Source: an optimization exercise on an open RTL-to-GDS flow (aim: small area). Production flows keep margins and buffers that such runs may drop.
Only simulation tests tie the RTL to the original design; equivalence was not proved.
The clock input has no modelled driver; a real chip could not lean on it and would need a root buffer or a full tree.
Power is estimated from default activity; no workload was simulated.

== try-fjord ==
// pwm_hw
module pwm_hw(
input clk,                    
input reset,                  
input red,                    
input green,                  
input blue,                   
output [19:0] Red_High_HW,    
output [19:0] Red_Low_HW,     
output [19:0] Green_High_HW,  
output [19:0] Green_Low_HW,   
output [19:0] Blue_High_HW,   
output [19:0] Blue_Low_HW     
             );
Size: roughly 490 cells after synthesis, ~5700 um2 of cells after synthesis.
Settings: LEC_CHECK=0, CAP_MARGIN=20, CORE_MARGIN=2, CORE_UTILIZATION=55, GPL_TIMING_DRIVEN=0, PLACE_DENSITY=0.7000000000000001, SETUP_SLACK_MARGIN=-0.05, SLEW_MARGIN=20; clock period 2.0 ns.
standard.sh (not shown) runs the stock make flow with config.mk's settings and CLKGATE_MAP_FILE= SYNTH_SCRIPT=/design/flow/synth_recipe.tcl, a recipe that flattens the netlist after the stock synthesis.
==> flow/flow/run.sh <==
#!/bin/bash
# Own layout flow: the standard ORFS flow (standard.sh) with these changes:
#  - synthesis: the standard flow's synth_recipe.tcl (ORFS synthesis, flip-flop mapping,
#    flatten and renames unchanged), except that the logic is mapped by ABC
#    with the area-oriented script flow/area.abc and without the slow nor4
#    cells, and ORFS's half/full-adder extraction is off (ADDER_MAP_FILE=);
#  - the port buffers are the smallest buffer cell (buf_1);
#  - the clock tree is built by hand from inverters (flow/cts_hook.tcl);
#  - the global-route stage recovers area on non-critical gates
#    (RECOVER_POWER), and timing repair stops at the margin in config.mk.
# make's output goes to flow_make.log here; ORFS writes each step's tool log
# under orfs/logs.
set -euo pipefail
W="$(cd "$(dirname "$0")/.." && pwd)"
cd "$W"
{
  echo "proc abc {args} {"
  echo "  set i [lsearch -exact \$args -script]"
  echo "  if {\$i >= 0} { lset args [expr {\$i + 1}] $W/flow/area.abc }"
  echo "  yosys abc {*}\$args -dont_use sky130_fd_sc_hd__nor4_*"
  echo "}"
  cat synth_recipe.tcl
} > area_synth.tcl
bash standard.sh finish \
  "SYNTH_SCRIPT=$W/area_synth.tcl" \
  "ADDER_MAP_FILE=" \
  "BUFFER_PORTS_ARGS=-buffer_cell sky130_fd_sc_hd__buf_1" \
  "RECOVER_POWER=100" \
  "PRE_CTS_TCL=$W/flow/cts_hook.tcl" \
  > flow_make.log 2>&1
==> flow/flow/area.abc <==
strash
&get -n
&fraig -x
&put
strash
&get -n
&dch -f
&nf -R 1000 -E 20
&put
==> flow/flow/cts_hook.tcl <==
# PRE_CTS_TCL hook: build the clock tree by hand (flow/manual_cts.tcl) from
# inverters, two levels (an even number of inversions): one root inverter on
# the clock port driving leaf inverters, each leaf driving a balanced cluster
# of flip-flops. ORFS's own clock_tree_synthesis and repair_clock_inverters
# are then skipped; the rest of cts.tcl (placement legalisation, timing
# repair) runs as usual.
set ::env(MCTS_NET) clk
set ::env(MCTS_LEAVES) 9
set ::env(MCTS_LEAF) sky130_fd_sc_hd__inv_8
set ::env(MCTS_ROOT) sky130_fd_sc_hd__inv_8
source [file join [file dirname [info script]] manual_cts.tcl]
mcts_build
set_propagated_clock [all_clocks]
proc repair_clock_inverters {args} { puts "repair_clock_inverters skipped: clock tree built by cts_hook.tcl" }
proc clock_tree_synthesis {args} { puts "clock_tree_synthesis skipped: clock tree built by cts_hook.tcl" }
==> flow/flow/manual_cts.tcl <==
# Manual clock tree: the clock net's sinks (the flip-flops) are split into
# balanced clusters by recursive bisection of their placement; each cluster gets
# a leaf driver at its centroid. The leaves are fed through one root driver at
# the leaves' centroid (or from the clock net directly if MCTS_ROOT is empty).
# Detailed placement afterwards legalises the new cells.
# Env: MCTS_NET (clock net), MCTS_LEAVES (count), MCTS_LEAF (cell),
# MCTS_ROOT (cell or empty).
proc mcts_split {pins n} {
  if {$n <= 1} { return [list $pins] }
  set xs {}; set ys {}
  foreach p $pins { lappend xs [lindex $p 1]; lappend ys [lindex $p 2] }
  set dx [expr {[tcl::mathfunc::max {*}$xs] - [tcl::mathfunc::min {*}$xs]}]
  set dy [expr {[tcl::mathfunc::max {*}$ys] - [tcl::mathfunc::min {*}$ys]}]
  set idx [expr {$dx >= $dy ? 1 : 2}]
  set sorted [lsort -real -index $idx $pins]
  set n1 [expr {$n / 2}]
  set k [expr {round(double([llength $pins]) * $n1 / $n)}]
  return [concat [mcts_split [lrange $sorted 0 [expr {$k - 1}]] $n1] \
                 [mcts_split [lrange $sorted $k end] [expr {$n - $n1}]]]
}
proc mcts_build {} {
  set db [ord::get_db]
  set block [ord::get_db_block]
  set clknet [$block findNet $::env(MCTS_NET)]
  set pins {}
  foreach it [$clknet getITerms] {
    set inst [$it getInst]
    set bb [$inst getBBox]
    lappend pins [list $it [expr {([$bb xMin] + [$bb xMax]) / 2.0}] [expr {([$bb yMin] + [$bb yMax]) / 2.0}]]
  }
  set nleaf $::env(MCTS_LEAVES)
  set clusters [mcts_split $pins $nleaf]
  set leafm [$db findMaster $::env(MCTS_LEAF)]
  set rootnet $clknet
  if {$::env(MCTS_ROOT) ne ""} {
    set rootm [$db findMaster $::env(MCTS_ROOT)]
    set root [odb::dbInst_create $block $rootm mcts_root]
    set rootnet [odb::dbNet_create $block mcts_clk_root]
    $rootnet setSigType CLOCK
    [$root findITerm A] connect $clknet
    [$root findITerm [expr {[$root findITerm X] ne "NULL" ? "X" : "Y"}]] connect $rootnet
  }
  set i 0; set sx 0; set sy 0
  foreach c $clusters {
    set net [odb::dbNet_create $block mcts_clk_$i]
    $net setSigType CLOCK
    set inst [odb::dbInst_create $block $leafm mcts_leaf_$i]
    set cx 0; set cy 0
    foreach p $c {
      set it [lindex $p 0]
      $it disconnect
      $it connect $net
      set cx [expr {$cx + [lindex $p 1]}]; set cy [expr {$cy + [lindex $p 2]}]
    }
    set cx [expr {int($cx / [llength $c])}]; set cy [expr {int($cy / [llength $c])}]
    $inst setLocation $cx $cy
    $inst setPlacementStatus PLACED
    [$inst findITerm A] connect $rootnet
    set out [$inst findITerm X]
    if {$out eq "NULL"} { set out [$inst findITerm Y] }
    $out connect $net
    puts "mcts leaf $i: [llength $c] sinks at $cx $cy"
    set sx [expr {$sx + $cx}]; set sy [expr {$sy + $cy}]
    incr i
  }
  if {$::env(MCTS_ROOT) ne ""} {
    $root setLocation [expr {int($sx / $i)}] [expr {int($sy / $i)}]
    $root setPlacementStatus PLACED
  }
}
Changes in try-yarrow relative to try-fjord:
- SETUP_SLACK_MARGIN changed from -0.05 to -0.1
- CORE_UTILIZATION changed from 55 to 40
- PLACE_DENSITY changed from 0.7000000000000001 to 0.6
==> flow/flow/run.sh <==
#!/bin/bash
# Own layout flow: the standard ORFS flow with three changes:
#  - synthesis maps the logic with an area-oriented ABC script (flow/area.abc);
#    everything else in synthesis, including flip-flop mapping, is the standard flow's own
#    synth_recipe.tcl unchanged;
#  - the port buffers are the smallest buffer cell;
#  - the clock tree is built by hand from inverters (flow/cts_hook.tcl).
# Each tool's output goes to flow_make.log here; ORFS keeps per-step logs in orfs/logs.
set -euo pipefail
W="$(cd "$(dirname "$0")/.." && pwd)"
cd "$W"
{
  echo "proc abc {args} {"
  echo "  set i [lsearch -exact \$args -script]"
  echo "  if {\$i >= 0} { lset args [expr {\$i + 1}] $W/flow/area.abc }"
  echo "  yosys abc {*}\$args -dont_use sky130_fd_sc_hd__nor4_*"
  echo "}"
  cat synth_recipe.tcl
} > area_synth.tcl
bash standard.sh finish \
  "SYNTH_SCRIPT=$W/area_synth.tcl" \
  "ADDER_MAP_FILE=" \
  "BUFFER_PORTS_ARGS=-buffer_cell sky130_fd_sc_hd__buf_1" \
  "RECOVER_POWER=100" \
  "PRE_CTS_TCL=$W/flow/cts_hook.tcl" \
  > flow_make.log 2>&1
==> flow/flow/area.abc <==
strash
&get -n
&fraig -x
&put
strash
&get -n
&dch
&nf -R 1000
&put
-- flow/flow/manual_cts.tcl --
<<< try-fjord, line 1
# Manual clock tree: the clock net's sinks (the flip-flops) are split into
# balanced clusters by recursive bisection of their placement; each cluster gets
# a leaf driver at its centroid. The leaves are fed through one root driver at
# the leaves' centroid (or from the clock net directly if MCTS_ROOT is empty).
# Detailed placement afterwards legalises the new cells.
# Env: MCTS_NET (clock net), MCTS_LEAVES (count), MCTS_LEAF (cell),
# MCTS_ROOT (cell or empty).
>>> try-yarrow, line 1
### Flow results
The synthesized area of try-yarrow and that of try-fjord are within noise of each other.
For try-fjord, the slowest cell on the critical path was dfxtp_1, unlike try-yarrow, where it was nand2_1.
Relative to try-fjord, the final cell area reported for try-yarrow is higher.
Between try-fjord and try-yarrow, the synthesized cell count is higher for try-yarrow.
Non-filler instance count after layout, try-fjord and try-yarrow: larger value in try-yarrow
Highest clock rate up 0.0085 GHz in try-yarrow wrt try-fjord
Fraction of final layout cells with drive strength greater than 1 delta for try-yarrow relative to try-fjord: 2.7 points higher
Looking only at post-route worst setup slack, and setting everything else aside, the lower value of try-fjord and try-yarrow goes to try-fjord.
Setup slack after placement on try-yarrow is behind try-fjord.
The wire length of the first global-routing pass reported for try-yarrow is greater than that of try-fjord by 12%.
Final critical path time including I/O delays and setup delta (try-yarrow − try-fjord): favourable
The via count of try-yarrow exceeds that of try-fjord by about 4%.
For try-zinc, these inputs were changed with respect to try-yarrow:
- changing PLACE_DENSITY from 0.6 to 0.7
- changing CORE_UTILIZATION from 40 to 55
-- flow/flow/area.abc --
<<< try-yarrow, line 7
&dch
>>> try-zinc, line 7
&dch -f
--- outcome ---
Taking try-yarrow as the reference, in try-zinc slew at the pin closest to its max-slew limit went up by 58 ps, initial DRC count lower.
Run comparison: try-zinc slowest cell on the critical path dfxtp_1; try-yarrow slowest cell on the critical path nand2_1
Diff try-yarrow..try-zinc | register-to-register slack | negligible
Looking at total net switching power, try-zinc sits 0.000067 W lower than try-yarrow does.
Of the two values seen for worst setup path startpoint, reset was produced by try-yarrow and Green.Count[2] by try-zinc.
Against try-yarrow, try-zinc comes in 2.2 points lower on synthesis-to-finish area growth.
| global-route usage | lower: try-yarrow |
Looking at routing usage on met1 across try-zinc and try-yarrow, the one that comes out lower is try-yarrow.
Changes observed in try-zinc relative to try-yarrow: worst hold slack now sits lower, core utilization now sits higher.
[inputs] try-ember vs try-zinc
- swapping 0.7 for 0.6 in PLACE_DENSITY
- swapping 55 for 40 in CORE_UTILIZATION
-- flow/flow/cts_hook.tcl --
<<< try-zinc, line 8
set ::env(MCTS_LEAVES) 9
set ::env(MCTS_LEAF) sky130_fd_sc_hd__inv_8
>>> try-ember, line 8
set ::env(MCTS_LEAVES) 6
set ::env(MCTS_LEAF) sky130_fd_sc_hd__inv_12
### Flow results
Of try-ember and try-zinc, try-ember shows the lower met2 demand-to-capacity share in global routing, with try-zinc above it.
Per the comparison of try-ember with try-zinc, count of nets after finishing decreased about 0.47%, first-pass GRT wire length higher, count of instances resized after the clock tree is built has increased, post-route worst setup slack grew by 20 ps.
In every run of this note, the design's own scripts or RTL, not TritonCTS, make the clock network.

## port drivers added, routing unchanged
The flow's constraints put no driver on any port. The routed layouts listed below were extracted and timed again, unchanged, in two steps.
Step 1 (the two cells are an assumption about what drives the block):
set clk [get_ports {clk}]
set_driving_cell -lib_cell sky130_fd_sc_hd__clkbuf_16 $clk
set_driving_cell -lib_cell sky130_fd_sc_hd__buf_2 [delete_from_list [all_inputs] $clk]
Step 2, shift: input delay + t, output delay - t, t = (earliest + latest rising clock arrival at the registers) / 2. This alone moves slack from input paths to output paths.
Slacks: ideal / step 1 / step 2; pairs: ideal / step 1.
| run | t (ns) | slack for setup (ns) | worst hold slack (ns) |
|---|---|---|---|
| try-fjord | 0.276 | 0.050 / 0.050 / -0.081 | 0.410 / 0.393 / 0.483 |
| try-yarrow | 0.283 | 0.082 / 0.084 / -0.194 | 0.484 / 0.481 / 0.488 |
| try-zinc | 0.276 | 0.071 / 0.071 / -0.164 | 0.395 / 0.382 / 0.485 |
| try-ember | 0.285 | 0.091 / 0.091 / -0.189 | 0.401 / 0.384 / 0.489 |
With both steps, setup timing fails in every run listed, where it was met with ideal ports. The setup slack of try-ember, which loses most, moves by 0.000 ns with the drivers and by -0.280 ns with both steps.
